Background: an optimization exercise with open tools, aiming at small area and a short achievable clock period. Do not read the settings as production practice.
No functional check of the RTL was part of any run shown here.

[flow/flow/run.sh]
#!/bin/bash
# Standard layout with two changes:
#  - full adders are left to abc as plain gates (sky130 fa cells are added to
#    DONT_USE_CELLS; the platform's own list is repeated, since this replaces it);
#  - port buffers are buf_2 cells rather than the delay cells buffer_ports
#    picks by default.
# Output goes to standard.log.
DU=" sky130_fd_sc_hd__probe_p_8 sky130_fd_sc_hd__probec_p_8 sky130_fd_sc_hd__lpflow_bleeder_1 sky130_fd_sc_hd__lpflow_clkbufkapwr_1 sky130_fd_sc_hd__lpflow_clkbufkapwr_16 sky130_fd_sc_hd__lpflow_clkbufkapwr_2 sky130_fd_sc_hd__lpflow_clkbufkapwr_4 sky130_fd_sc_hd__lpflow_clkbufkapwr_8 sky130_fd_sc_hd__lpflow_clkinvkapwr_1 sky130_fd_sc_hd__lpflow_clkinvkapwr_16 sky130_fd_sc_hd__lpflow_clkinvkapwr_2 sky130_fd_sc_hd__lpflow_clkinvkapwr_4 sky130_fd_sc_hd__lpflow_clkinvkapwr_8 sky130_fd_sc_hd__lpflow_decapkapwr_12 sky130_fd_sc_hd__lpflow_decapkapwr_3 sky130_fd_sc_hd__lpflow_decapkapwr_4 sky130_fd_sc_hd__lpflow_decapkapwr_6 sky130_fd_sc_hd__lpflow_decapkapwr_8 sky130_fd_sc_hd__lpflow_inputiso0n_1 sky130_fd_sc_hd__lpflow_inputiso0p_1 sky130_fd_sc_hd__lpflow_inputiso1n_1 sky130_fd_sc_hd__lpflow_inputiso1p_1 sky130_fd_sc_hd__lpflow_inputisolatch_1 sky130_fd_sc_hd__lpflow_isobufsrc_1 sky130_fd_sc_hd__lpflow_isobufsrc_16 sky130_fd_sc_hd__lpflow_isobufsrc_2 sky130_fd_sc_hd__lpflow_isobufsrc_4 sky130_fd_sc_hd__lpflow_isobufsrc_8 sky130_fd_sc_hd__lpflow_isobufsrckapwr_16 sky130_fd_sc_hd__lpflow_lsbuf_lh_hl_isowell_tap_1 sky130_fd_sc_hd__lpflow_lsbuf_lh_hl_isowell_tap_2 sky130_fd_sc_hd__lpflow_lsbuf_lh_hl_isowell_tap_4 sky130_fd_sc_hd__lpflow_lsbuf_lh_isowell_4 sky130_fd_sc_hd__lpflow_lsbuf_lh_isowell_tap_1 sky130_fd_sc_hd__lpflow_lsbuf_lh_isowell_tap_2 sky130_fd_sc_hd__lpflow_lsbuf_lh_isowell_tap_4 #  sky130_fd_sc_hd__fa_1 sky130_fd_sc_hd__fa_2 sky130_fd_sc_hd__fa_4"
export BUFFER_PORTS_ARGS="-buffer_cell sky130_fd_sc_hd__buf_2"
bash standard.sh "DONT_USE_CELLS=$DU" "BUFFER_PORTS_ARGS=$BUFFER_PORTS_ARGS" finish > standard.log 2>&1
[flow/standard.sh]
#!/bin/bash
# synth_recipe.tcl (not shown) runs the flow's synth.tcl, then flattens the netlist and writes it again
# the make line also repeats each setting of config.mk as NAME=value (left out here)
make -C /OpenROAD-flow-scripts/flow DESIGN_CONFIG=/design/flow/config.mk WORK_HOME=/design/flow/orfs CLKGATE_MAP_FILE= SYNTH_SCRIPT=/design/flow/synth_recipe.tcl "${@:-finish}"
[flow/config.mk]
export PLATFORM = sky130hd
export DESIGN_NAME = cordic_sqrt_pipelined
export DESIGN_NICKNAME = cordic_sqrt_pipelined
export VERILOG_FILES = /design/flow/design.v
export SDC_FILE = /design/flow/constraint.sdc
export NUM_CORES = 4
export LEC_CHECK = 0
export ABC_AREA = 1
export CAP_MARGIN = 20
export CORE_MARGIN = 2
export CORE_UTILIZATION = 60
export CTS_CLUSTER_DIAMETER = 100
export CTS_CLUSTER_SIZE = 24
export SETUP_SLACK_MARGIN = 4.65
export SLEW_MARGIN = 20
export TNS_END_PERCENT = 0
[flow/constraint.sdc]
create_clock -name core_clock -period 7.3 [get_ports {clk}]
set_input_delay 1.4600 -clock core_clock [delete_from_list [all_inputs] [get_ports {clk}]]
set_output_delay 1.4600 -clock core_clock [all_outputs]
set_load 0.01 [all_outputs]
[flow/design.v]
`timescale 1ns/1ps
module bk_add #(parameter W = 18) (
    input  wire [W-1:0] a,
    input  wire [W-1:0] b,
    input  wire         ci,
    output wire [W-1:0] s
);
    reg [W-1:0] p, G, P;
    integer l, j;
    always @* begin
        p = a ^ b;
        G = a & b;
        P = p;
        G[0] = G[0] | (p[0] & ci);
        for (l = 1; (1 << l) <= 2 * W; l = l + 1)
            for (j = (1 << l) - 1; j < W; j = j + (1 << l)) begin
                G[j] = G[j] | (P[j] & G[j - (1 << (l - 1))]);
                P[j] = P[j] & P[j - (1 << (l - 1))];
            end
        for (l = 6; l > 0; l = l - 1)
            for (j = (1 << l) + (1 << (l - 1)) - 1; j < W; j = j + (1 << l)) begin
                G[j] = G[j] | (P[j] & G[j - (1 << (l - 1))]);
                P[j] = P[j] & P[j - (1 << (l - 1))];
            end
    end
    assign s = p ^ {G[W-2:0], ci};
endmodule
module cordic_sqrt_pipelined(
    input  wire clk,
    input  wire rst_n,
    input  wire start,
    input  wire signed [17:0] x_in,
    input  wire signed [17:0] y_in,
    output reg  signed [17:0] sqrt_out,
    output reg  done
);
    localparam N = 12;
    localparam LAT = N + 4;    
    reg signed [17:0] xr [0:N];
    reg signed [17:0] yr [0:N-1];
    always @(posedge clk) begin
        xr[0] <= x_in[17] ? -x_in : x_in;
        yr[0] <= y_in[17] ? -y_in : y_in;
    end
    genvar i;
    generate
        for (i = 0; i < N; i = i + 1) begin : st
            wire signed [17:0] x = xr[i];
            wire signed [17:0] y = yr[i];
            wire neg = y[17];
            wire signed [17:0] ys = y >>> i;
            wire signed [17:0] xs = x >>> i;
            wire [17:0] xn, yn;
            bk_add #(18) ax (.a(x), .b(ys ^ {18{neg}}), .ci(neg), .s(xn));
            always @(posedge clk) xr[i+1] <= xn;
            if (i < N - 1) begin : yu
                bk_add #(18) ay (.a(y), .b(xs ^ {18{~neg}}), .ci(~neg), .s(yn));
                always @(posedge clk) yr[i+1] <= yn;
            end
        end
    endgenerate
    wire signed [17:0] raw = xr[N];
    wire [17:0] o1 = raw >>> 1;
    wire [17:0] o2 = raw >>> 3;
    wire [17:0] o3 = ~(raw >>> 6);
    wire [17:0] o4 = ~(raw >>> 9);
    wire [17:0] c1s = o1 ^ o2 ^ o3;
    wire [17:0] c1c = (o1 & o2) | (o1 & o3) | (o2 & o3);
    wire [17:0] r2b = {c1c[16:0], 1'b0};
    wire [17:0] c2s = c1s ^ r2b ^ o4;
    wire [17:0] c2c = (c1s & r2b) | (c1s & o4) | (r2b & o4);
    wire [9:0] lo_w = {1'b0, c2s[8:0]} + {1'b0, c2c[7:0], 1'b1} + 10'd1;
    reg  [8:0] slo_r, psh_r, pch_r;
    reg        c9_r;
    always @(posedge clk) begin
        slo_r <= lo_w[8:0];
        c9_r  <= lo_w[9];
        psh_r <= c2s[17:9];
        pch_r <= c2c[16:8];
    end
    wire [8:0] shi_w;
    bk_add #(9) as_ (.a(psh_r), .b(pch_r), .ci(c9_r), .s(shi_w));
    wire [17:0] s_w = {shi_w, slo_r};
    wire [5:0] t6 = s_w[17:12];
    wire [6:0] nt_w = -{t6[5], t6};                       
    wire dm_w = ~s_w[17] & (s_w[8:5] == 4'b0000) & (s_w[4:0] < s_w[16:12]);
    wire dp_w =  s_w[17] & (s_w[8:5] == 4'b1111) & (s_w[4:0] >= s_w[16:12]);
    reg  [17:0] s_r;
    reg  [6:0]  nt_r;
    reg         dm_r, dp_r;
    always @(posedge clk) begin
        s_r  <= s_w;
        nt_r <= nt_w;
        dm_r <= dm_w;
        dp_r <= dp_w;
    end
    wire [17:0] nt = {{11{nt_r[6]}}, nt_r};
    wire [17:0] nh = ~{{9{s_r[17]}}, s_r[17:9]};           
    wire [17:0] f1s = s_r ^ nt ^ nh;
    wire [17:0] f1c = (s_r & nt) | (s_r & nh) | (nt & nh);
    wire [17:0] f_w;
    bk_add #(18) af (.a(f1s), .b({f1c[16:0], ~dp_r}), .ci(dm_r), .s(f_w));
    always @(posedge clk) sqrt_out <= f_w;
    reg [LAT-2:0] vld;
    always @(posedge clk or negedge rst_n) begin
        if (!rst_n) begin
            vld <= 0;
            done <= 1'b0;
        end else begin
            vld <= {vld[LAT-3:0], start};
            done <= vld[LAT-2];
        end
    end
endmodule
==> impl_metrics.csv, run 1 <==
group,metric,value,unit
timing,clock_skew,14.2,ps
routing,postRouteAntennaNets,0,
layout,multi_input_area,17900,um^2
synthesis,yosysTopAreaCell,"dfxtp_1",
setup_path,crit_start,"psh_r[0]",
min_path,hp-class,"reg2reg",
synthesis,ys.flop_type,"dfxtp_1",
setup_path,slowest_delay,340,ps
synthesis,ys_top_cells_by_count,"607 x ha_1, 509 x dfxtp_1, 342 x nand2_1",
synthesis,synth_adder_area_share,25.9,%
synthesis,synth.avg_cell_area,9.77,um^2
setup_path,critPathRequiredTime,7780,ps
synthesis,yosysTopAreaCellShare,34.8,%
timing,fin_crit,3010,ps
clock_network,h-tree-depth,1,
setup_path,rr_startpoint,"psh_r[0]",
layout,final-seq-area,10600,um^2
routing,route.detailed.drc,0,
setup_path,end_kind,"register",
timing,setup_violations,0,
layout,fin_nets,3709,
synthesis,synth_compound_area_share,5.85,%
placement,dp.cells,3637,
synthesis,ys_async_sr_fraction,3.05,%
layout,layout-drive-gt1-share,7.11,%
grt,grt_pass1_vias,19500,
routing,postRouteWirelength,55100,um
synthesis,seq_area_frac_synth,36.1,%
synthesis,synth_top_family_by_area,"adder cells",
floorplan,start_util,61.1,%
clock_network,numCtsBuffers,25,
routing,first_pass_iters,5,
setup_path,cp_common_cell,"buf_4",
synthesis,yosysMostFrequentCell,"ha_1",
floorplan,dieWidth,225,um
setup_path,critPathKind,"reg2reg",
timing,fin_crit_sh,41.3,%
routing,drt_iter0_drc,531,
synthesis,synth-seq-cells,525,
clock_network,clk_path_buf_depth,3,
grt,grt_pass1_wl,92500,um
grt,grt_start_max_net_pins,34,
setup_path,cp_cell_sequence,"ha_4, ha_2, or2_4, ha_4, inv_2, nand2_2, a21oi_2, o21bai_2, nand3_1, nand2_1, ha_2, nor2_4, xor2_2, inv_2, buf_4, buf_4, buf_4, buf_4, buf_4, nand2_2, inv_1, nand2_1, nand2_1",
grt,antenna_found_initial,0,
floorplan,coreArea,47900,um^2
layout,postLayoutCellArea,31100,um^2
routing,viasPerCell,5.17,
flow_run,cap_viol_max_count,0,
placement,place_area,30300,um^2
clock_network,cts_sinks,525,
setup_path,cp.arrival,3500,ps
synthesis,yosys-top-cells-area,"dfxtp_1 35%, ha_1 26%, xnor2_1 8.7%, xor2_1 7.7%, nand2_1 4.4%",
layout,fin_cells,3679,
synthesis,synth-simple-area-share,11.6,%
placement,hpwlAfterDp,45100,um
min_path,min_from,"vld[14]",
setup_path,crit_buf_inv,8,
clock_network,cts-root-buf,"clkbuf_16",
synthesis,synthDistinctLibCells,47,
timing,report.final.slew_viol_count,0,
setup_path,critPathMaxFanout,3,
setup_path,critPathSlowestCell,"dfxtp_2",
synthesis,syn-num-nets,3647,
synthesis,syn-instance-count,3001,
setup_path,startpoint_type,"register",
floorplan,die-area,50600,um^2
placement,gp_congestion,0.860,
run_status,status,"timing/DRC/antenna clean",
setup_path,critPathTopFamily,"buffers and inverters",
synthesis,synthXorXnorAreaFrac,16.5,%
routing,dr_total_vias,19000,
floorplan,row_count,80,
synthesis,synth-warning-count,5,
clock_network,postCtsHoldBufs,0,
timing,max_freq,332,MHz
layout,num_antenna_cells,0,
synthesis,synth_edf_count,0,
floorplan,chipHeight,225,um
placement,io_buffer_count,57,
synthesis,synth.area.mux_share,0.696,%
timing,relSlewSlack,44.9,%
grt,track_usage,22.3,%
clock_network,cts_tree,"yes",
timing,tightest_slew,820,ps
layout,area_growth,6.26,%
grt,grt_overflow,0,
floorplan,io_pins,58,
synthesis,synthesis.area,29300,um^2
timing,rsz0062_at_grt,"true",
timing,final-hold-violation-count,0,
clock_network,clk_pin_slew,100,ps
clock_network,clk_latency,590,ps
layout,final.fill_count,3936,
timing,finalSetupTns,0,ps
routing,wl_per_cell,15.0,um
==> metrics by stage <==
stage / utilization [%] / setup WS, ps / hold WS (ps)
global placement: 63.1 / 3940 / 334
global route: 65.0 / 4120 / 365
finish: 65.0 / 4290 / 344
floorplan: - / 4270 / 331
detailed placement: 63.1 / 3860 / 336
CTS: 64.9 / 4250 / 346
==> sequential cells by signal (all words and copies together) (netlist names) <==
register / count
c9_r: 1
dm_r: 1
done: 1
dp_r: 1
nt_r: 7
pch_r: 9
psh_r: 9
s_r: 17
slo_r: 9
sqrt_out: 18
vld: 15
xr: 233
yr: 204
==> kinds of logic after synthesis <==
group	Yosys count
AND/OR/NAND/NOR	789
XOR/XNOR	551
buffers and inverters	247
adder cells (fa/ha/maj)	607
AO/OA/AOI/OAI	263
flip-flops	525
multiplexers	19
==> path summary, 6_finish.rpt <==
kind,endpoint,slack [ps],cells past startpoint
min in group asynchronous,done,760,1
worst max-delay path,nt_r[5],4290,23
max in group asynchronous,vld[12],6280,1
worst min register to register,done,340,0
worst min-delay path,done,340,0
worst max register to register,nt_r[5],4290,23
==> cells in the final DEF, fill, tap and decap left out, types with 57 or more instances in the layout <==
cell / instances
a21oi_1: 108
buf_2: 57
dfxtp_1: 498
ha_1: 598
inv_1: 200
nand2_1: 337
nand3_1: 71
nor2_1: 269
xnor2_1: 290
xor2_1: 257
==> per-layer routing <==
| metal | GRT usage [%] | vias to the layer above | part of all wire, % |
|---|---|---|---|
| met5 | 0 | - | 0 |
| met4 | 6.20 | 0 | 2.6 |
| met3 | 2.27 | 84 | 2.2 |
| met2 | 43.3 | 139 | 52 |
| met1 | 25.7 | 8717 | 43 |
| li1 | - | 10100 | - |
==> repair_timing <==
action	4_1_cts	5_1_grt
pin swaps	20	8
cloned	0	0
endpoints found under the setup margin	183	225
gates resized for setup	31	9
setup buffers	14	0
==> final cells by class <==
| class | count | area share (%) |
|---|---|---|
| clock buffers | 27 | 2.03 |
| clock inverters | 1 | 0.0161 |
| inverters | 204 | 2.46 |
| multi-input cells | 2229 | 57.5 |
| flip-flops and latches | 525 | 34.1 |
| well taps | 615 | 2.47 |
| repair buffers | 78 | 1.47 |
==> run 2, diff against run 1 <==
--- a/flow/design.v
+++ b/flow/design.v
@@ -83,21 +83,8 @@
     wire [17:0] s_w = {shi_w, slo_r};
-    wire [5:0] t6 = s_w[17:12];
-    wire [6:0] nt_w = -{t6[5], t6};                       
-    wire dm_w = ~s_w[17] & (s_w[8:5] == 4'b0000) & (s_w[4:0] < s_w[16:12]);
-    wire dp_w =  s_w[17] & (s_w[8:5] == 4'b1111) & (s_w[4:0] >= s_w[16:12]);
-    reg  [17:0] s_r;
-    reg  [6:0]  nt_r;
-    reg         dm_r, dp_r;
-    always @(posedge clk) begin
-        s_r  <= s_w;
-        nt_r <= nt_w;
-        dm_r <= dm_w;
-        dp_r <= dp_w;
-    end
-    wire [17:0] nt = {{11{nt_r[6]}}, nt_r};
-    wire [17:0] nh = ~{{9{s_r[17]}}, s_r[17:9]};           
-    wire [17:0] f1s = s_r ^ nt ^ nh;
-    wire [17:0] f1c = (s_r & nt) | (s_r & nh) | (nt & nh);
+    wire [17:0] m_w;
+    bk_add #(18) am (.a(s_w), .b(~{{12{s_w[17]}}, s_w[17:12]}), .ci(1'b1), .s(m_w));
+    reg  [17:0] m_r;
+    always @(posedge clk) m_r <= m_w;
     wire [17:0] f_w;
-    bk_add #(18) af (.a(f1s), .b({f1c[16:0], ~dp_r}), .ci(dm_r), .s(f_w));
+    bk_add #(18) af (.a(m_r), .b(~{{9{m_r[17]}}, m_r[17:9]}), .ci(1'b1), .s(f_w));
     always @(posedge clk) sqrt_out <= f_w;
--- a/flow/config.mk
+++ b/flow/config.mk
@@ -13,3 +13,3 @@
 export CTS_CLUSTER_SIZE = 24
-export SETUP_SLACK_MARGIN = 4.65
+export SETUP_SLACK_MARGIN = 4.75
 export SLEW_MARGIN = 20
==> impl_metrics.csv, run 2 <==
group,metric,value,unit
layout,final_cell_mix,"587 x ha_1, 497 x dfxtp_1, 335 x nand2_1",
routing,first_pass_iters,4,
timing,relSlewSlack,26.3,%
synthesis,synth_top_family_by_area,"adder cells",
placement,gp_congestion,0.838,
routing,route.detailed.drc,0,
timing,rsz0062_at_grt,"true",
synthesis,synth-simple-area-share,11.4,%
clock_network,cts_tree,"yes",
synthesis,yosysTopAreaCell,"dfxtp_1",
synthesis,synth.area.mux_share,0.708,%
floorplan,die-area,49800,um^2
floorplan,row_count,80,
setup_path,critPathKind,"reg2reg",
synthesis,syn-num-nets,3624,
clock_network,cts-root-buf,"clkbuf_16",
floorplan,coreArea,47500,um^2
run_status,status,"timing/DRC/antenna clean",
synthesis,synthDistinctLibCells,45,
layout,num_antenna_cells,0,
setup_path,critPathRequiredTime,7820,ps
synthesis,yosys-top-cells-area,"dfxtp_1 35%, ha_1 26%, xnor2_1 8.5%, xor2_1 7.7%, nand2_1 4.5%",
setup_path,critPathMaxFanout,3,
setup_path,cp.arrival,4010,ps
grt,antenna_found_initial,0,
layout,largest_reg_flops,233,
clock_network,postCtsHoldBufs,0,
layout,layout_commonest_cell,"ha_1",
placement,dp.cells,3614,
layout,top_register,"xr",
floorplan,chipHeight,223,um
timing,clock_skew,19.4,ps
synthesis,ys_top_cells_by_count,"606 x ha_1, 501 x dfxtp_1, 342 x nand2_1",
min_path,hp-class,"reg2reg",
floorplan,dieWidth,223,um
clock_network,clk_path_buf_depth,3,
timing,max_freq,287,MHz
setup_path,startpoint_type,"register",
synthesis,yosysTopAreaCellShare,34.8,%
timing,tightest_slew,1100,ps
routing,postRouteAntennaNets,0,
synthesis,synth.avg_cell_area,9.67,um^2
grt,grt_pass1_wl,91600,um
flow_run,cap_viol_max_count,0,
min_path,min_from,"vld[1]",
timing,final-hold-violation-count,0,
layout,layout-drive-gt1-share,6.77,%
synthesis,synth_compound_area_share,5.45,%
timing,finalSetupTns,0,ps
grt,grt_start_max_net_pins,34,
synthesis,synth-seq-cells,517,
routing,wl_per_cell,14.8,um
routing,dr_total_vias,18900,
synthesis,synthesis.area,28800,um^2
clock_network,h-tree-depth,1,
clock_network,cts_sinks,517,
synthesis,synth_adder_area_share,26.3,%
setup_path,end_kind,"register",
timing,setup_violations,0,
layout,area_growth,7.15,%
grt,grt_pass1_vias,19500,
synthesis,synthXorXnorAreaFrac,16.3,%
placement,hpwlAfterDp,44400,um
synthesis,ys_async_sr_fraction,3.09,%
clock_network,numCtsBuffers,25,
synthesis,seq_area_frac_synth,36.2,%
synthesis,syn-instance-count,2979,
routing,postRouteWirelength,54200,um
layout,top_regs,"xr: 233 flops, yr: 204 flops",
clock_network,clk_pin_slew,100,ps
synthesis,yosysMostFrequentCell,"ha_1",
routing,drt_iter0_drc,585,
grt,track_usage,22.4,%
setup_path,crit_start,"psh_r[0]",
timing,report.final.slew_viol_count,0,
floorplan,start_util,60.6,%
grt,grt_overflow,0,
synthesis,ys.flop_type,"dfxtp_1",
timing,fin_crit,3490,ps
floorplan,io_pins,58,
setup_path,rr_startpoint,"psh_r[0]",
clock_network,clk_latency,580,ps
timing,timing.hold.ws,356,ps
timing,fin_crit_sh,47.8,%
synthesis,synth-warning-count,5,
synthesis,synth_edf_count,0,
placement,io_buffer_count,57,
layout,fin_nets,3687,
routing,viasPerCell,5.17,
layout,fin_cells,3660,
==> run 2: cell types whose count changed in the layout (fill, tap and decap cells not counted), moves of 6 or more <==
cell / change
inv_1: +20
ha_1: -11
nand3_1: +6
a21oi_1: -13
ha_4: +11
nand3_2: -12
o21bai_2: -6
xnor2_1: -10
==> run 2: cells by family after synthesis <==
logic type               after synthesis
AO/OA/AOI/OAI                        245
XOR/XNOR                             535
adder cells (fa/ha/maj)              606
buffers and inverters                271
flip-flops                           517
multiplexers                          19
AND/OR/NAND/NOR                      786
==> run 2: stage by stage <==
step	worst slack (ps)	cell area (um^2)	util [%]
after floorplan	3700	28900	-
after global placement	3450	29800	62.6
after detailed placement	3450	29800	62.6
after CTS	3760	30800	64.7
after global routing	3640	30900	65.0
final	3810	30900	65.0
==> run 2: layout make-up <==
cell class	instances	area [um^2]
Inverter	228	858
Fill cell	3935	16700
Clock inverter	1	11.3
Multi-Input combinational cell	2191	17700
Timing Repair Buffer	79	483
Clock buffer	29	641
Sequential cell	517	10400
Tap cell	615	769
==> run 2: critical path, stage by stage, from the launching register on <==
cell	delay (ps)
dfxtp_2	330
ha_4	230
ha_2	160
or2_4	230
ha_4	150
or2_4	220
nand3_2	60
and2_4	160
inv_4	40
ha_4	260
inv_2	40
ha_4	210
ha_4	140
or2_4	250
nand3_2	70
nand2_2	60
nand3_2	90
nand3_4	90
nand2_2	80
nand2_2	70
nand3_2	80
nand2_2	60
ha_4	160
nor2_4	90
xnor2_1	110
==> run 2: what timing repair did <==
item / CTS / global route
pin swaps: 24 / 16
gates resized for setup: 35 / 24
setup buffers: 14 / 2
endpoints found under the setup margin: 246 / 300
==> run 2: metal layers <==
metal / track usage, % / vias up / share of wire [%]
met5: 0 / - / 0
met4: 6.52 / 0 / 3.1
met3: 2.52 / 89 / 2.0
met2: 43.4 / 152 / 52
met1: 25.7 / 8701 / 43
li1: - / 9965 / -
==> run 2: worst paths after layout <==
check	end	slack, ps	cells past startpoint
min in group asynchronous	vld[11]	770	1
setup reg to reg	m_r[15]	3810	24
setup / recovery	m_r[15]	3810	24
hold / removal	vld[2]	360	0
hold reg to reg	vld[2]	360	0
max in group asynchronous	vld[9]	6280	1
==> run 3, diff against run 2 <==
--- a/flow/config.mk
+++ b/flow/config.mk
@@ -13,3 +13,3 @@
 export CTS_CLUSTER_SIZE = 24
-export SETUP_SLACK_MARGIN = 4.75
+export SETUP_SLACK_MARGIN = 4.65
 export SLEW_MARGIN = 20
==> impl_metrics.csv, run 3 <==
group,metric,value,unit
placement,place_area,29800,um^2
grt,grt_start_max_net_pins,34,
clock_network,clk_pin_slew,100,ps
routing,first_pass_iters,4,
synthesis,ys.flop_type,"dfxtp_1",
synthesis,ys_top_cells_by_count,"606 x ha_1, 501 x dfxtp_1, 342 x nand2_1",
grt,grt_overflow,0,
clock_network,clk_path_buf_depth,3,
synthesis,yosysTopAreaCell,"dfxtp_1",
synthesis,synth_edf_count,0,
floorplan,die-area,49800,um^2
setup_path,critPathRequiredTime,7820,ps
clock_network,clk_latency,580,ps
layout,num_antenna_cells,0,
run_status,status,"timing/DRC/antenna clean",
clock_network,cts_tree,"yes",
timing,max_freq,287,MHz
routing,route.detailed.drc,0,
grt,antenna_found_initial,0,
layout,final_cell_mix,"587 x ha_1, 497 x dfxtp_1, 335 x nand2_1",
floorplan,io_pins,58,
timing,fin_crit,3490,ps
synthesis,yosysTopAreaCellShare,34.8,%
synthesis,yosysMostFrequentCell,"ha_1",
setup_path,cp_cell_sequence,"ha_4, ha_2, or2_4, ha_4, or2_4, nand3_2, and2_4, inv_4, ha_4, inv_2, ha_4, ha_4, or2_4, nand3_2, nand2_2, nand3_2, nand3_4, nand2_2, nand2_2, nand3_2, nand2_2, ha_4, nor2_4, xnor2_1",
synthesis,synthesis.area,28800,um^2
setup_path,critPathMaxFanout,3,
timing,timing.hold.ws,356,ps
layout,largest_reg_flops,233,
synthesis,syn-instance-count,2979,
placement,gp_congestion,0.838,
layout,fin_nets,3687,
layout,layout-drive-gt1-share,6.77,%
synthesis,synth-seq-cells,517,
placement,io_buffer_count,57,
layout,layout_commonest_cell,"ha_1",
synthesis,ys_async_sr_fraction,3.09,%
synthesis,yosys-top-cells-area,"dfxtp_1 35%, ha_1 26%, xnor2_1 8.5%, xor2_1 7.7%, nand2_1 4.5%",
floorplan,start_util,60.6,%
setup_path,crit_buf_inv,2,
setup_path,startpoint_type,"register",
timing,final-hold-violation-count,0,
grt,track_usage,22.4,%
grt,grt_pass1_vias,19500,
timing,relSlewSlack,26.3,%
setup_path,slowest_delay,330,ps
setup_path,critPathKind,"reg2reg",
synthesis,seq_area_frac_synth,36.2,%
setup_path,cp_common_cell,"ha_4",
routing,postRouteAntennaNets,0,
setup_path,critPathTopFamily,"simple AND/OR/NAND/NOR gates",
timing,tightest_slew,1100,ps
layout,top_regs,"xr: 233 flops, yr: 204 flops",
synthesis,synth-warning-count,5,
clock_network,cts_sinks,517,
floorplan,coreArea,47500,um^2
timing,rsz0062_at_grt,"true",
setup_path,end_kind,"register",
grt,grt_pass1_wl,91600,um
timing,report.final.slew_viol_count,0,
floorplan,dieWidth,223,um
floorplan,chipHeight,223,um
clock_network,postCtsHoldBufs,0,
clock_network,h-tree-depth,1,
clock_network,cts-root-buf,"clkbuf_16",
setup_path,cp.arrival,4010,ps
routing,dr_total_vias,18900,
clock_network,numCtsBuffers,25,
routing,wl_per_cell,14.8,um
floorplan,row_count,80,
timing,setup_violations,0,
min_path,hp-class,"reg2reg",
routing,viasPerCell,5.17,
layout,fin_util,65.0,%
synthesis,syn-num-nets,3624,
layout,top_register,"xr",
synthesis,synthDistinctLibCells,45,
layout,area_growth,7.15,%
timing,clock_skew,19.4,ps
synthesis,synth.avg_cell_area,9.67,um^2
timing,finalSetupTns,0,ps
flow_run,cap_viol_max_count,0,
setup_path,critPathSlowestCell,"dfxtp_2",
placement,hpwlAfterDp,44400,um
routing,drt_iter0_drc,585,
timing,fin_crit_sh,47.8,%
routing,postRouteWirelength,54200,um
layout,postLayoutCellArea,30900,um^2
## run 3: cell families (layout without fill, tap and decap cells)
group / after synthesis / count (layout) / synth area share [%]
multiplexers: 19 / 19 / 0.708
adder cells (fa/ha/maj): 606 / 606 / 26.3
AND/OR/NAND/NOR: 786 / 786 / 11.4
flip-flops: 517 / 517 / 36.2
AO/OA/AOI/OAI: 245 / 245 / 5.45
buffers and inverters: 271 / 337 / 3.65
XOR/XNOR: 535 / 535 / 16.3
## run 3: worst paths after layout
| kind | from | endpoint | slack (ps) | depth (start not counted) |
|---|---|---|---|---|
| worst min register to register | vld[1] | vld[2] | 360 | 0 |
| min in group asynchronous | rst_n | vld[11] | 770 | 1 |
| worst min-delay path | vld[1] | vld[2] | 360 | 0 |
| worst max register to register | psh_r[0] | m_r[15] | 3810 | 24 |
| worst max-delay path | psh_r[0] | m_r[15] | 3810 | 24 |
| max in group asynchronous | rst_n | vld[9] | 6280 | 1 |
## run 3: cell type report
| cell class | instances | area (um^2) |
|---|---|---|
| multi-input cells | 2191 | 17700 |
| flip-flops and latches | 517 | 10400 |
| well taps | 615 | 769 |
| clock inverters | 1 | 11.3 |
| inverters | 228 | 858 |
| clock buffers | 29 | 641 |
| fillers | 3935 | 16700 |
| repair buffers | 79 | 483 |
## run 3: what timing repair did
item / in CTS / in global routing
pin swaps: 24 / 16
resized for setup: 35 / 24
setup buffers: 14 / 2
setup endpoints to repair: 204 / 264
gates cloned: 0 / 0
## run 3: metrics by stage
stage	instances	setup slack, ps
4_1_cts	3658	3760
3_3_place_gp	3614	3450
6_report	3660	3810
2_1_floorplan	2979	3700
3_5_place_dp	3614	3450
5_1_grt	3660	3640
## run 3: per-layer routing
layer	vias to the layer above	routed length, um	global-route usage, %
met5	-	0	0
met4	0	1670	6.52
met3	89	1060	2.52
met2	152	28100	43.4
met1	8701	23300	25.7
li1	9965	-	-
==> run 4, diff against run 3 <==
--- a/flow/design.v
+++ b/flow/design.v
@@ -37,8 +37,11 @@
     localparam N = 12;
-    localparam LAT = N + 4;    
+    localparam LAT = N + 5;    
     reg signed [17:0] xr [0:N];
-    reg signed [17:0] yr [0:N-1];
+    reg signed [17:0] ya [0:N-1];
+    reg               nr [0:N-1];
+    wire signed [17:0] y0 = y_in[17] ? -y_in : y_in;    
     always @(posedge clk) begin
         xr[0] <= x_in[17] ? -x_in : x_in;
-        yr[0] <= y_in[17] ? -y_in : y_in;
+        ya[0] <= y0 ^ {18{y0[17]}};
+        nr[0] <= y0[17];
     end
@@ -48,12 +51,14 @@
             wire signed [17:0] x = xr[i];
-            wire signed [17:0] y = yr[i];
-            wire neg = y[17];
-            wire signed [17:0] ys = y >>> i;
-            wire signed [17:0] xs = x >>> i;
-            wire [17:0] xn, yn;
-            bk_add #(18) ax (.a(x), .b(ys ^ {18{neg}}), .ci(neg), .s(xn));
+            wire signed [17:0] a = ya[i];
+            wire n = nr[i];
+            wire [17:0] xn;
+            bk_add #(18) ax (.a(x), .b(a >>> i), .ci(n), .s(xn));
             always @(posedge clk) xr[i+1] <= xn;
             if (i < N - 1) begin : yu
-                bk_add #(18) ay (.a(y), .b(xs ^ {18{~neg}}), .ci(~neg), .s(yn));
-                always @(posedge clk) yr[i+1] <= yn;
+                wire [17:0] z;
+                bk_add #(18) ay (.a(a), .b(~(x >>> i)), .ci(1'b1), .s(z));
+                always @(posedge clk) begin
+                    ya[i+1] <= z ^ {18{z[17]}};
+                    nr[i+1] <= z[17] ^ n;
+                end
             end
@@ -71,21 +76,20 @@
     wire [17:0] c2c = (c1s & r2b) | (c1s & o4) | (r2b & o4);
-    wire [9:0] lo_w = {1'b0, c2s[8:0]} + {1'b0, c2c[7:0], 1'b1} + 10'd1;
-    reg  [8:0] slo_r, psh_r, pch_r;
-    reg        c9_r;
+    reg  [17:0] ps_r, pc_r;
     always @(posedge clk) begin
-        slo_r <= lo_w[8:0];
-        c9_r  <= lo_w[9];
-        psh_r <= c2s[17:9];
-        pch_r <= c2c[16:8];
+        ps_r <= c2s;
+        pc_r <= {c2c[16:0], 1'b1};
     end
-    wire [8:0] shi_w;
-    bk_add #(9) as_ (.a(psh_r), .b(pch_r), .ci(c9_r), .s(shi_w));
-    wire [17:0] s_w = {shi_w, slo_r};
+    wire [17:0] s_w;
+    bk_add #(18) as_ (.a(ps_r), .b(pc_r), .ci(1'b1), .s(s_w));
+    reg  [17:0] s_r;
     wire [17:0] m_w;
-    bk_add #(18) am (.a(s_w), .b(~{{12{s_w[17]}}, s_w[17:12]}), .ci(1'b1), .s(m_w));
+    bk_add #(18) am (.a(s_r), .b(~{{12{s_r[17]}}, s_r[17:12]}), .ci(1'b1), .s(m_w));
     reg  [17:0] m_r;
-    always @(posedge clk) m_r <= m_w;
     wire [17:0] f_w;
     bk_add #(18) af (.a(m_r), .b(~{{9{m_r[17]}}, m_r[17:9]}), .ci(1'b1), .s(f_w));
-    always @(posedge clk) sqrt_out <= f_w;
+    always @(posedge clk) begin
+        s_r <= s_w;
+        m_r <= m_w;
+        sqrt_out <= f_w;
+    end
     reg [LAT-2:0] vld;
==> impl_metrics.csv, run 4 <==
group,metric,value,unit
setup_path,cp.arrival,3250,ps
clock_network,clk_pin_slew,90,ps
synthesis,syn-instance-count,3007,
routing,postRouteWirelength,57500,um
grt,gr-usage-met1,24.2,%
synthesis,syn-num-nets,3687,
layout,final_cell_mix,"604 x ha_1, 502 x dfxtp_1, 328 x inv_1",
layout,fin_cells,3790,
routing,wl_per_cell,15.2,um
flow_run,cap_viol_max_count,0,
setup_path,critPathMaxFanout,6,
clock_network,cts-root-buf,"clkbuf_16",
timing,fin_crit,2730,ps
run_status,status,"timing/DRC/antenna clean",
min_path,min_path_cells,0,
timing,fin_crit_sh,37.4,%
grt,grt_pass1_vias,19900,
floorplan,chipHeight,224,um
routing,dr_total_vias,19400,
grt,antenna_found_initial,0,
synthesis,yosysMostFrequentCell,"ha_1",
timing,setup_violations,0,
placement,place_area,30000,um^2
min_path,min_from,"ps_r[0]",
setup_path,rr_startpoint,"xr[8][17]",
clock_network,numCtsBuffers,26,
layout,layout_commonest_cell,"ha_1",
floorplan,dieWidth,224,um
layout,final-seq-area,11000,um^2
routing,viasPerCell,5.12,
floorplan,coreArea,47700,um^2
layout,top_register,"xr",
synthesis,yosys-top-cells-area,"dfxtp_1 36%, ha_1 28%, xnor2_1 9.6%, nand2_1 4.5%, inv_1 4.4%",
timing,final-hold-violation-count,0,
floorplan,die-area,50200,um^2
min_path,hp-class,"reg2reg",
synthesis,yosysTopAreaCell,"dfxtp_1",
synthesis,synth-warning-count,5,
setup_path,end_kind,"register",
setup_path,critPathSlowestCell,"dfxtp_1",
clock_network,cts_tree,"yes",
setup_path,cp_cell_sequence,"clkinvlp_4, buf_4, ha_1, a21oi_1, nor2_1, a211oi_1, nand2_1, ha_2, nor2_4, xor2_4, clkbuf_16, xnor2_1",
placement,io_buffer_count,57,
setup_path,crit_buf_inv,3,
layout,postLayoutCellArea,32800,um^2
synthesis,synthesis.area,29000,um^2
grt,grt_pass1_wl,93600,um
setup_path,rrSetupSlack,4570,ps
setup_path,critPathKind,"reg2reg",
layout,multi_input_area,17500,um^2
setup_path,path_depth,12,
layout,area_growth,13.1,%
timing,rsz0062_at_grt,"true",
synthesis,seq_area_frac_synth,37.8,%
grt,grt_use_met3,2.36,%
layout,layout-drive-gt1-share,14.1,%
floorplan,io_pins,58,
layout,top_regs,"xr: 233 flops, ya: 193 flops",
synthesis,synth_edf_count,0,
timing,worst_slack,4570,ps
setup_path,timing.rr.end,"ya[9][11]",
timing,report.final.slew_viol_count,0,
routing,postRouteAntennaNets,0,
timing,tightest_slew,584,ps
synthesis,ys.flop_type,"dfxtp_1",
grt,track_usage,23.1,%
setup_path,startpoint_type,"register",
routing,route.detailed.drc,0,
clock_network,h-tree-depth,1,
synthesis,ys_async_sr_fraction,3.13,%
setup_path,critPathRequiredTime,7820,ps
floorplan,row_count,80,
placement,gp_congestion,0.856,
layout,num_antenna_cells,0,
timing,clock_skew,17.3,ps
layout,fin_nets,3853,
synthesis,synthDistinctLibCells,45,
clock_network,clk_latency,600,ps
setup_path,reg2regPathDepth,12,
routing,drt_iter0_drc,579,
setup_path,critPathTopFamily,"adder cells",
grt,grt_start_max_net_pins,26,
layout,final.fill_count,3756,
routing,first_pass_iters,5,
placement,post-place-ws,3860,ps
setup_path,slowest_delay,410,ps
floorplan,start_util,60.8,%
clock_network,clk_path_buf_depth,3,
timing,relSlewSlack,61.0,%
timing,finalSetupTns,0,ps
min_path,min_to,"s_r[0]",
timing,max_freq,366,MHz
synthesis,ys_top_cells_by_count,"641 x ha_1, 527 x dfxtp_1, 349 x nand2_1",
synthesis,synth-seq-cells,544,
layout,largest_reg_flops,233,
synthesis,yosysTopAreaCellShare,36.3,%
placement,dp.cells,3661,
placement,hpwlAfterDp,45000,um
grt,grt_overflow,0,
grt,gr-usage-met2,46.2,%
grt,top_usage_layer,"met2",
synthesis,synth.avg_cell_area,9.65,um^2
clock_network,cts_sinks,544,
## run 4: changes by cell type after synthesis, sizes merged, moves of 9 or more
cell    delta
mux2      -11
a221oi     -9
xor2     -125
buf       -17
dfxtp     +26
a21oi     +33
nand4     -13
xnor2     +36
a21o      -32
ha        +35
a31o       -9
inv      +118
nor2      -10
## run 4: area by class of cell
cell class,count,share of cell area [%]
Timing Repair Buffer,157,4.62
Multi-Input combinational cell,2098,53.4
Clock inverter,1,0.0267
Tap cell,615,2.34
Sequential cell,544,33.5
Inverter,346,4.00
Clock buffer,29,2.08
## run 4: cells by family (layout without fill, tap and decap cells)
kind of cell	count (synthesis)	count (layout)	synth area share, %
simple gates	774	774	11.1
fa+ha+maj	641	641	27.6
flops	544	544	37.8
xor+xnor	446	446	13.7
buf+inv	365	533	4.98
compound gates	237	237	4.79
## run 4: timing repair
action / 4_1_cts / 5_1_grt
pin swaps: 59 / 74
hold endpoints to repair: 0 / 0
hold buffers: 0 / 0
cloned: 9 / 7
endpoints found under the setup margin: 246 / 276
setup buffers: 60 / 23
resized for setup: 148 / 120
## run 4: how the worst max path moves through the flow
stage | end | from | slack, ps
after floorplan | nr[2] | xr[1][2] | 4580
after global placement | nr[6] | xr[5][6] | 3930
after detailed placement | ya[7][9] | xr[6][7] | 3860
after CTS | ya[1][7] | xr[0][1] | 4580
after global routing | ya[2][0] | xr[1][2] | 4410
final | ya[9][11] | xr[8][17] | 4570
## run 4: per-layer routing
metal	up-vias	part of all wire, %
met5	-	0
met4	0	4.7
met3	123	2.3
met2	206	54
met1	8968	39
li1	10100	-
## run 4: through the flow
step,utilization (%),hold slack (ps)
final,68.8,343
after global routing,68.8,352
after CTS,67.2,347
after detailed placement,62.9,325
after global placement,62.8,317
after floorplan,-,310
==> run 5, diff against run 4 <==
--- a/flow/config.mk
+++ b/flow/config.mk
@@ -13,3 +13,3 @@
 export CTS_CLUSTER_SIZE = 24
-export SETUP_SLACK_MARGIN = 4.65
+export SETUP_SLACK_MARGIN = 4.75
 export SLEW_MARGIN = 20
==> impl_metrics.csv, run 5 <==
group,metric,value,unit
synthesis,syn-instance-count,3007,
clock_network,clk_path_buf_depth,3,
clock_network,cts-root-buf,"clkbuf_16",
synthesis,syn-num-nets,3687,
layout,top_regs,"xr: 233 flops, ya: 193 flops",
floorplan,dieWidth,224,um
routing,viasPerCell,5.13,
timing,tightest_slew,556,ps
routing,met3_length,1170,um
synthesis,ys_top_cells_by_count,"641 x ha_1, 527 x dfxtp_1, 349 x nand2_1",
synthesis,ys.flop_type,"dfxtp_1",
clock_network,cts_sinks,544,
grt,grt_pass1_wl,93900,um
grt,grt_start_max_net_pins,26,
routing,met1Wirelength,25000,um
layout,top_register,"xr",
layout,layout-drive-gt1-share,16.5,%
routing,route.detailed.drc,0,
grt,grt_pass1_vias,19600,
setup_path,rr_startpoint,"xr[1][2]",
synthesis,yosysMostFrequentCell,"ha_1",
timing,fin_crit_sh,36.6,%
layout,largest_reg_flops,233,
routing,wl_met2,30600,um
synthesis,yosysTopAreaCellShare,36.3,%
min_path,min_from,"ps_r[0]",
layout,final.fill_count,3725,
run_status,status,"timing/DRC/antenna clean",
setup_path,critPathRequiredTime,7780,ps
synthesis,synth-seq-cells,544,
synthesis,yosysTopAreaCell,"dfxtp_1",
timing,report.final.slew_viol_count,0,
timing,clock_skew,21.9,ps
floorplan,io_pins,58,
synthesis,synth_edf_count,0,
setup_path,rrSetupSlack,4630,ps
grt,antenna_found_initial,2,
placement,io_buffer_count,57,
routing,wl_per_cell,15.3,um
clock_network,clk_latency,590,ps
synthesis,synth.avg_cell_area,9.65,um^2
layout,layout_commonest_cell,"ha_1",
routing,first_pass_iters,7,
clock_network,numCtsBuffers,26,
timing,final-hold-violation-count,0,
setup_path,critPathKind,"reg2reg",
grt,track_usage,23.2,%
placement,hpwlAfterDp,45500,um
timing,fin_crit,2670,ps
setup_path,end_kind,"register",
routing,drt_iter0_drc,552,
floorplan,chipHeight,224,um
layout,multi_input_area,17800,um^2
synthesis,synth-warning-count,5,
placement,gp_congestion,0.848,
min_path,min_to,"s_r[0]",
setup_path,startpoint_type,"register",
synthesis,seq_area_frac_synth,37.8,%
synthesis,synthDistinctLibCells,45,
routing,top_layer_used,"met5",
setup_path,cp.arrival,3150,ps
min_path,hp-class,"reg2reg",
timing,setup_violations,0,
timing,worst_slack,4630,ps
timing,max_freq,375,MHz
clock_network,clk_pin_slew,100,ps
timing,rsz0062_at_grt,"true",
floorplan,die-area,50200,um^2
floorplan,coreArea,47700,um^2
timing,finalSetupTns,0,ps
layout,postLayoutCellArea,33400,um^2
clock_network,h-tree-depth,1,
placement,post-place-ws,4140,ps
placement,place_area,30100,um^2
layout,fin_nets,3882,
clock_network,cts_tree,"yes",
layout,final-seq-area,11000,um^2
setup_path,critPathMaxFanout,4,
routing,postRouteAntennaNets,0,
flow_run,cap_viol_max_count,0,
layout,area_growth,14.9,%
timing,relSlewSlack,62.9,%
floorplan,start_util,60.8,%
grt,grt_overflow,0,
routing,postRouteWirelength,58600,um
min_path,min_path_cells,0,
routing,dr_total_vias,19600,
synthesis,yosys-top-cells-area,"dfxtp_1 36%, ha_1 28%, xnor2_1 9.6%, nand2_1 4.5%, inv_1 4.4%",
setup_path,reg2regPathDepth,21,
synthesis,synthesis.area,29000,um^2
layout,final_cell_mix,"600 x ha_1, 498 x dfxtp_1, 323 x inv_1",
floorplan,row_count,80,
setup_path,timing.rr.end,"ya[2][5]",
synthesis,ys_async_sr_fraction,3.13,%
-- run 5: worst max path at each step --
stage,to,cells after the start,slack [ps],start
floorplan,xr[0][16],10,4670,x_in[1]
global placement,ya[7][0],17,4180,xr[6][7]
detailed placement,ya[7][9],17,4140,xr[6][7]
CTS,ya[1][0],21,4600,xr[0][1]
global route,ya[1][0],21,4470,xr[0][1]
finish,ya[2][5],21,4630,xr[1][2]
-- run 5: what timing repair did --
item,CTS,global route
resized for setup,124,184
hold buffers,0,0
cloned,8,7
buffers inserted,71,43
pin swaps,61,84
endpoints found under the setup margin,260,300
-- run 5: area by class of cell --
type | count | share of cell area [%]
multi-input combinational | 2098 | 53.4
sequential | 544 | 33.1
timing repair buffer | 186 | 5.19
inverter | 346 | 3.95
tap | 615 | 2.31
clock buffer | 29 | 2.05
clock inverter | 1 | 0.0263
antenna | 1 | 0.00750
-- run 5: logic make-up (layout without fill, tap and decap cells) --
group	Yosys count	count (layout)	synth area share [%]
other	0	1	0
buffers and inverters	365	562	4.98
adders and majority gates	641	641	27.6
xor gates and xnor gates	446	446	13.7
and+or+nand+nor	774	774	11.1
AOI/OAI and AO/OA	237	237	4.79
DFF	544	544	37.8
-- run 5: layer usage --
| metal | track usage [%] | vias to the layer above |
|---|---|---|
| met2 | 44.5 | 226 |
| li1 | - | 10200 |
| met1 | 27.1 | 9102 |
| met3 | 2.27 | 103 |
| met5 | 0 | - |
| met4 | 6.47 | 2 |
-- run 5: critical path, cell delays in order (launching register included) --
cell       delay (ps)
dfxtp_2           350
inv_2              30
ha_1              290
ha_2              190
inv_2              40
nand2_2            50
nand2_2            70
nand2_2            60
nand3_2            60
nand2_2            70
nand3_2            90
nand2_4            60
nand2_2            60
nand2_2            60
nand2_2            60
o311ai_2           90
ha_2              210
nor2_4            130
xor2_4            220
buf_6             150
clkbuf_16         150
xnor2_2            60
-- run 5: per-stage QoR --
stage	std cells	hold slack (ps)	utilization, %
floorplan	3007	310	-
global placement	3660	322	63.1
detailed placement	3660	323	63.1
CTS	3769	341	67.3
global route	3819	353	69.9
finish	3820	339	69.9
==> run 6, diff against run 5 <==
==> flow/design.v (replaced) <==
`timescale 1ns/1ps
module cordic_stage_vectoring #(
    parameter DATA_WIDTH = 18,
    parameter ANGLE_WIDTH = 16,
    parameter STAGE_NUM = 0
)(
    input  wire clk,
    input  wire rst_n,
    input  wire signed [DATA_WIDTH-1:0] x_i,
    input  wire signed [DATA_WIDTH-1:0] y_i,
    input  wire signed [ANGLE_WIDTH-1:0] z_i,
    input  wire signed [ANGLE_WIDTH-1:0] arctan_val,
    output reg  signed [DATA_WIDTH-1:0] x_o,
    output reg  signed [DATA_WIDTH-1:0] y_o,
    output reg  signed [ANGLE_WIDTH-1:0] z_o
);
    reg signed [DATA_WIDTH-1:0] x_next, y_next;
    reg signed [ANGLE_WIDTH-1:0] z_next;
    wire d_direction;
    assign d_direction = (y_i[DATA_WIDTH-1] == 1);  
    always @(*) begin
        if (d_direction == 1) begin  
            x_next = x_i - (y_i >>> STAGE_NUM);
            y_next = y_i + (x_i >>> STAGE_NUM);
            z_next = z_i - arctan_val;
        end else begin  
            x_next = x_i + (y_i >>> STAGE_NUM);
            y_next = y_i - (x_i >>> STAGE_NUM);
            z_next = z_i + arctan_val;
        end
    end
    always @(posedge clk or negedge rst_n) begin
        if (!rst_n) begin
            x_o <= 0;
            y_o <= 0;
            z_o <= 0;
        end else begin
            x_o <= x_next;
            y_o <= y_next;
            z_o <= z_next;
        end
    end
endmodule
module cordic_sqrt_pipelined(
    input  wire clk,
    input  wire rst_n,
    input  wire start,
    input  wire signed [17:0] x_in,
    input  wire signed [17:0] y_in,
    output reg  signed [17:0] sqrt_out,
    output reg  done
);
    parameter DATA_WIDTH  = 18;
    parameter ANGLE_WIDTH = 16;
    parameter NUM_STAGES  = 12;
    wire signed [DATA_WIDTH-1:0] x_pipe [0:NUM_STAGES];
    wire signed [DATA_WIDTH-1:0] y_pipe [0:NUM_STAGES];
    wire signed [ANGLE_WIDTH-1:0] z_pipe [0:NUM_STAGES];
    function signed [ANGLE_WIDTH-1:0] get_arctan_val (input integer stage_num);
        case(stage_num)
            0:  get_arctan_val = 16'h2D00;
            1:  get_arctan_val = 16'h1A92;
            2:  get_arctan_val = 16'h0E09;
            3:  get_arctan_val = 16'h0722;
            4:  get_arctan_val = 16'h0395;
            5:  get_arctan_val = 16'h01CA;
            6:  get_arctan_val = 16'h00E5;
            7:  get_arctan_val = 16'h0073;
            8:  get_arctan_val = 16'h0039;
            9:  get_arctan_val = 16'h001D;
            10: get_arctan_val = 16'h000E;
            11: get_arctan_val = 16'h0007;
            default: get_arctan_val = 16'h0000;
        endcase
    endfunction
    assign x_pipe[0] = (x_in[DATA_WIDTH-1]) ? -x_in : x_in;
    assign y_pipe[0] = (y_in[DATA_WIDTH-1]) ? -y_in : y_in;
    assign z_pipe[0] = 0;
    genvar i;
    generate
        for (i = 0; i < NUM_STAGES; i = i + 1) begin : stage_gen
            cordic_stage_vectoring #(.STAGE_NUM(i)) stage (
                .clk(clk),
                .rst_n(rst_n),
                .x_i(x_pipe[i]),
                .y_i(y_pipe[i]),
                .z_i(z_pipe[i]),
                .x_o(x_pipe[i+1]),
                .y_o(y_pipe[i+1]),
                .z_o(z_pipe[i+1]),
                .arctan_val(get_arctan_val(i))
            );
        end
    endgenerate
    wire signed [DATA_WIDTH-1:0] raw_output = x_pipe[NUM_STAGES];
    wire signed [DATA_WIDTH-1:0] scaled_result_temp;
    wire signed [DATA_WIDTH-1:0] intermediate_result;
    wire signed [DATA_WIDTH-1:0] final_scaled_result;
    assign scaled_result_temp = (raw_output >>> 1) + (raw_output >>> 3) - (raw_output >>> 6) - (raw_output >>> 9);
    assign intermediate_result = scaled_result_temp - (scaled_result_temp >>> 12);
    assign final_scaled_result = intermediate_result - (intermediate_result >>> 9);  
    reg [NUM_STAGES:0] start_delay_pipe;
    always @(posedge clk or negedge rst_n) begin
        if (!rst_n) begin
            sqrt_out <= 0;
            done <= 0;
            start_delay_pipe <= 0;
        end else begin
            sqrt_out <= final_scaled_result;
            start_delay_pipe <= {start_delay_pipe[NUM_STAGES-1:0], start};
            done <= start_delay_pipe[NUM_STAGES-1];  
        end
    end
endmodule
==> flow/run.sh (new file) <==
#!/bin/bash
# synth_recipe.tcl (not shown) runs the flow's synth.tcl, then flattens the netlist and writes it again
# the make line also repeats each setting of config.mk as NAME=value (left out here)
make -C /OpenROAD-flow-scripts/flow DESIGN_CONFIG=/design/flow/config.mk WORK_HOME=/design/flow/orfs CLKGATE_MAP_FILE= SYNTH_SCRIPT=/design/flow/synth_recipe.tcl finish
==> flow/config.mk (replaced) <==
export PLATFORM = sky130hd
export DESIGN_NAME = cordic_sqrt_pipelined
export DESIGN_NICKNAME = cordic_sqrt_pipelined
export VERILOG_FILES = /design/flow/design.v
export SDC_FILE = /design/flow/constraint.sdc
export NUM_CORES = 4
export LEC_CHECK = 0
export CAP_MARGIN = 20
export CORE_MARGIN = 2
export CORE_UTILIZATION = 40
export SLEW_MARGIN = 20
removed: flow/flow/run.sh
removed: flow/standard.sh
==> impl_metrics.csv, run 6 <==
group,metric,value,unit
layout,final.fill_count,8937,
clock_network,clk_pin_slew,60,ps
setup_path,critPathMaxFanout,7,
synthesis,yosysMostFrequentCell,"ha_1",
synthesis,yosysTopAreaCell,"dfrtp_1",
setup_path,startpoint_type,"register",
timing,max_freq,142,MHz
synthesis,syn-instance-count,4166,
grt,grt_start_max_net_pins,164,
floorplan,die-area,94400,um^2
floorplan,row_count,111,
layout,fin_util,44.9,%
grt,grt_pass1_wl,140000,um
routing,drt_iter0_drc,1428,
synthesis,synthesis.area,36800,um^2
grt,grt_overflow,0,
run_status,status,"timing/DRC/antenna clean",
grt,grt_use_met3,1.90,%
layout,final-seq-area,10800,um^2
layout,layout_commonest_cell,"ha_1",
floorplan,io_pins,58,
synthesis,syn-num-nets,4738,
synthesis,ys_async_sr_fraction,100,%
layout,largest_reg_flops,215,
routing,wl_per_cell,15.1,um
grt,antenna_found_initial,0,
setup_path,critPathTopFamily,"compound AO/OA/AOI/OAI gates",
synthesis,yosys-top-cells-area,"dfrtp_1 29%, ha_1 16%, xnor2_1 9.5%, a21oi_1 5.4%, xor2_1 4.2%",
timing,final-hold-violation-count,0,
routing,first_pass_iters,5,
grt,track_usage,17.8,%
clock_network,clk_path_buf_depth,3,
placement,post-place-ws,35.3,ps
layout,fin_cells,5493,
routing,route.detailed.drc,0,
routing,viasPerCell,5.21,
clock_network,numCtsBuffers,51,
min_path,hp-class,"reg2reg",
timing,relSlewSlack,25.6,%
placement,dp.cells,5391,
clock_network,clk_latency,620,ps
floorplan,coreArea,91400,um^2
layout,num_antenna_cells,0,
timing,clock_skew,29.9,ps
setup_path,end_kind,"register",
synthesis,synth-seq-cells,432,
setup_path,crit_buf_inv,3,
layout,final_cell_mix,"476 x ha_1, 431 x dfrtp_1, 397 x xnor2_1",
layout,multi_input_area,24500,um^2
clock_network,cts_sinks,432,
routing,postRouteAntennaNets,0,
clock_network,h-tree-depth,2,
setup_path,slowest_delay,490,ps
layout,fin_nets,4839,
floorplan,start_util,40.3,%
placement,hpwlAfterDp,66800,um
synthesis,seq_area_frac_synth,29.4,%
grt,gr-usage-met2,33.1,%
grt,gr-usage-met1,21.8,%
grt,top_usage_layer,"met2",
timing,tightest_slew,1100,ps
setup_path,critPathKind,"reg2reg",
routing,dr_total_vias,28600,
layout,top_register,"stage_gen.stage.x_o",
setup_path,critPathSlowestCell,"fa_1",
clock_network,cts-root-buf,"clkbuf_16",
timing,report.final.slew_viol_count,0,
routing,postRouteWirelength,83200,um
clock_network,cts_tree,"yes",
timing,fin_crit_sh,96.2,%
setup_path,critPathRequiredTime,7830,ps
setup_path,cp_common_cell,"a21o_1",
synthesis,synth-warning-count,13,
synthesis,synthDistinctLibCells,92,
placement,gp_congestion,0.872,
floorplan,chipHeight,307,um
clock_network,postCtsHoldBufs,0,
timing,worst_slack,274,ps
synthesis,ys_top_cells_by_count,"483 x ha_1, 432 x dfrtp_1, 398 x xnor2_1",
layout,top_regs,"stage_gen.stage.x_o: 215 flops, stage_gen.stage.y_o: 186 flops, sqrt_out: 18 flops",
grt,grt_pass1_vias,28400,
layout,area_growth,11.6,%
placement,io_buffer_count,57,
flow_run,cap_viol_max_count,0,
setup_path,cp.arrival,7560,ps
synthesis,ys.flop_type,"dfrtp_1",
timing,fin_crit,7030,ps
synthesis,synth.avg_cell_area,8.83,um^2
timing,setup_violations,0,
synthesis,synth_edf_count,0,
layout,layout-drive-gt1-share,5.48,%
floorplan,dieWidth,307,um
synthesis,yosysTopAreaCellShare,29.4,%
[run 6: cell count changes after synthesis, moves of 118 or more]
cell	before	now
dfxtp_1	527	0
dfrtp_1	17	432
a21oi_1	130	395
o21ai_0	18	222
ha_1	641	483
nor3_1	20	153
nand2_1	349	218
nor2_1	263	381
[run 6: cells by family after synthesis]
family / share of synthesized area [%]
and+or+nand+nor: 13.7
AOI/OAI and AO/OA: 17.8
xor gates and xnor gates: 13.8
adders and majority gates: 19.2
buffers and inverters: 4.71
DFF: 29.4
muxes: 1.42
[run 6: path summary, 6_finish.rpt]
| check | from | end | slack (ps) | cells past startpoint |
|---|---|---|---|---|
| min reg2reg | start_delay_pipe[2] | start_delay_pipe[3] | 340 | 0 |
| max in group asynchronous | rst_n | stage_gen[2].stage.x_o[11] | 5180 | 2 |
| min in group asynchronous | rst_n | done | 800 | 1 |
| min | start_delay_pipe[2] | start_delay_pipe[3] | 340 | 0 |
| max reg2reg | stage_gen[11].stage.x_o[9] | sqrt_out[16] | 270 | 31 |
| max | stage_gen[11].stage.x_o[9] | sqrt_out[16] | 270 | 31 |
[run 6: area by class of cell]
class	count	area share (%)
flip-flops and latches	432	26.3
well taps	1186	3.61
multi-input cells	3276	59.6
clock inverters	21	0.622
clock buffers	72	3.67
repair buffers	119	2.62
inverters	387	3.54
[run 6: what timing repair did]
item | in CTS | in global routing
endpoints found under the setup margin | 1 | 11
gates resized for setup | 0 | 47
setup buffers | 1 | 7
pin swaps | 0 | 12
[run 6: routing by layer]
metal | vias to the layer above | wire [um]
met4 | 0 | 1940
li1 | 14700 | -
met3 | 113 | 2270
met5 | - | 0
met2 | 342 | 42100
met1 | 13500 | 36800
[run 6: stage by stage]
stage          hold WS, ps  setup TNS (ps)  area [um^2]
6_report               338               0        41100
5_1_grt                351            -330        41100
4_1_cts                338               0        40800
3_5_place_dp           335               0        39000
3_3_place_gp           334               0        39000
2_1_floorplan          331               0        36800

==> static timing again, ports no longer ideal <==
In the flow no input, the clock included, has a driving cell. The finished layouts below were timed again as built, in two steps.
Step 1 sets driving cells, clkbuf_16 on the clock port and buf_2 on the other inputs (assumed; they add their load-dependent delay and slew).
Step 2 also shifts input and output timing later by t, the mid clock arrival at the registers, as if the neighbouring blocks saw the same clock.
a / b / c = ideal / step 1 / step 2; a / b = the first two.
run	t, ns	setup WS [ns]	worst hold slack (ns)	latest minus earliest clock arrival (ns)
run 1	0.635	4.286 / 4.286 / 4.286	0.344 / 0.344 / 0.344	0.019 / 0.019
run 2	0.630	3.813 / 3.813 / 3.813	0.356 / 0.356 / 0.356	0.021 / 0.022
run 3	0.630	3.813 / 3.813 / 3.813	0.356 / 0.356 / 0.356	0.021 / 0.022
run 4	0.645	4.566 / 4.566 / 4.292	0.343 / 0.343 / 0.343	0.019 / 0.019
run 5	0.636	4.630 / 4.630 / 4.364	0.339 / 0.339 / 0.339	0.023 / 0.022
run 6	0.665	0.274 / 0.274 / 0.274	0.338 / 0.338 / 0.338	0.032 / 0.031
After both steps every run listed still meets setup and hold. For run 4, which loses most, drivers alone change the setup slack by 0.000 ns; drivers and shift together by -0.274 ns.
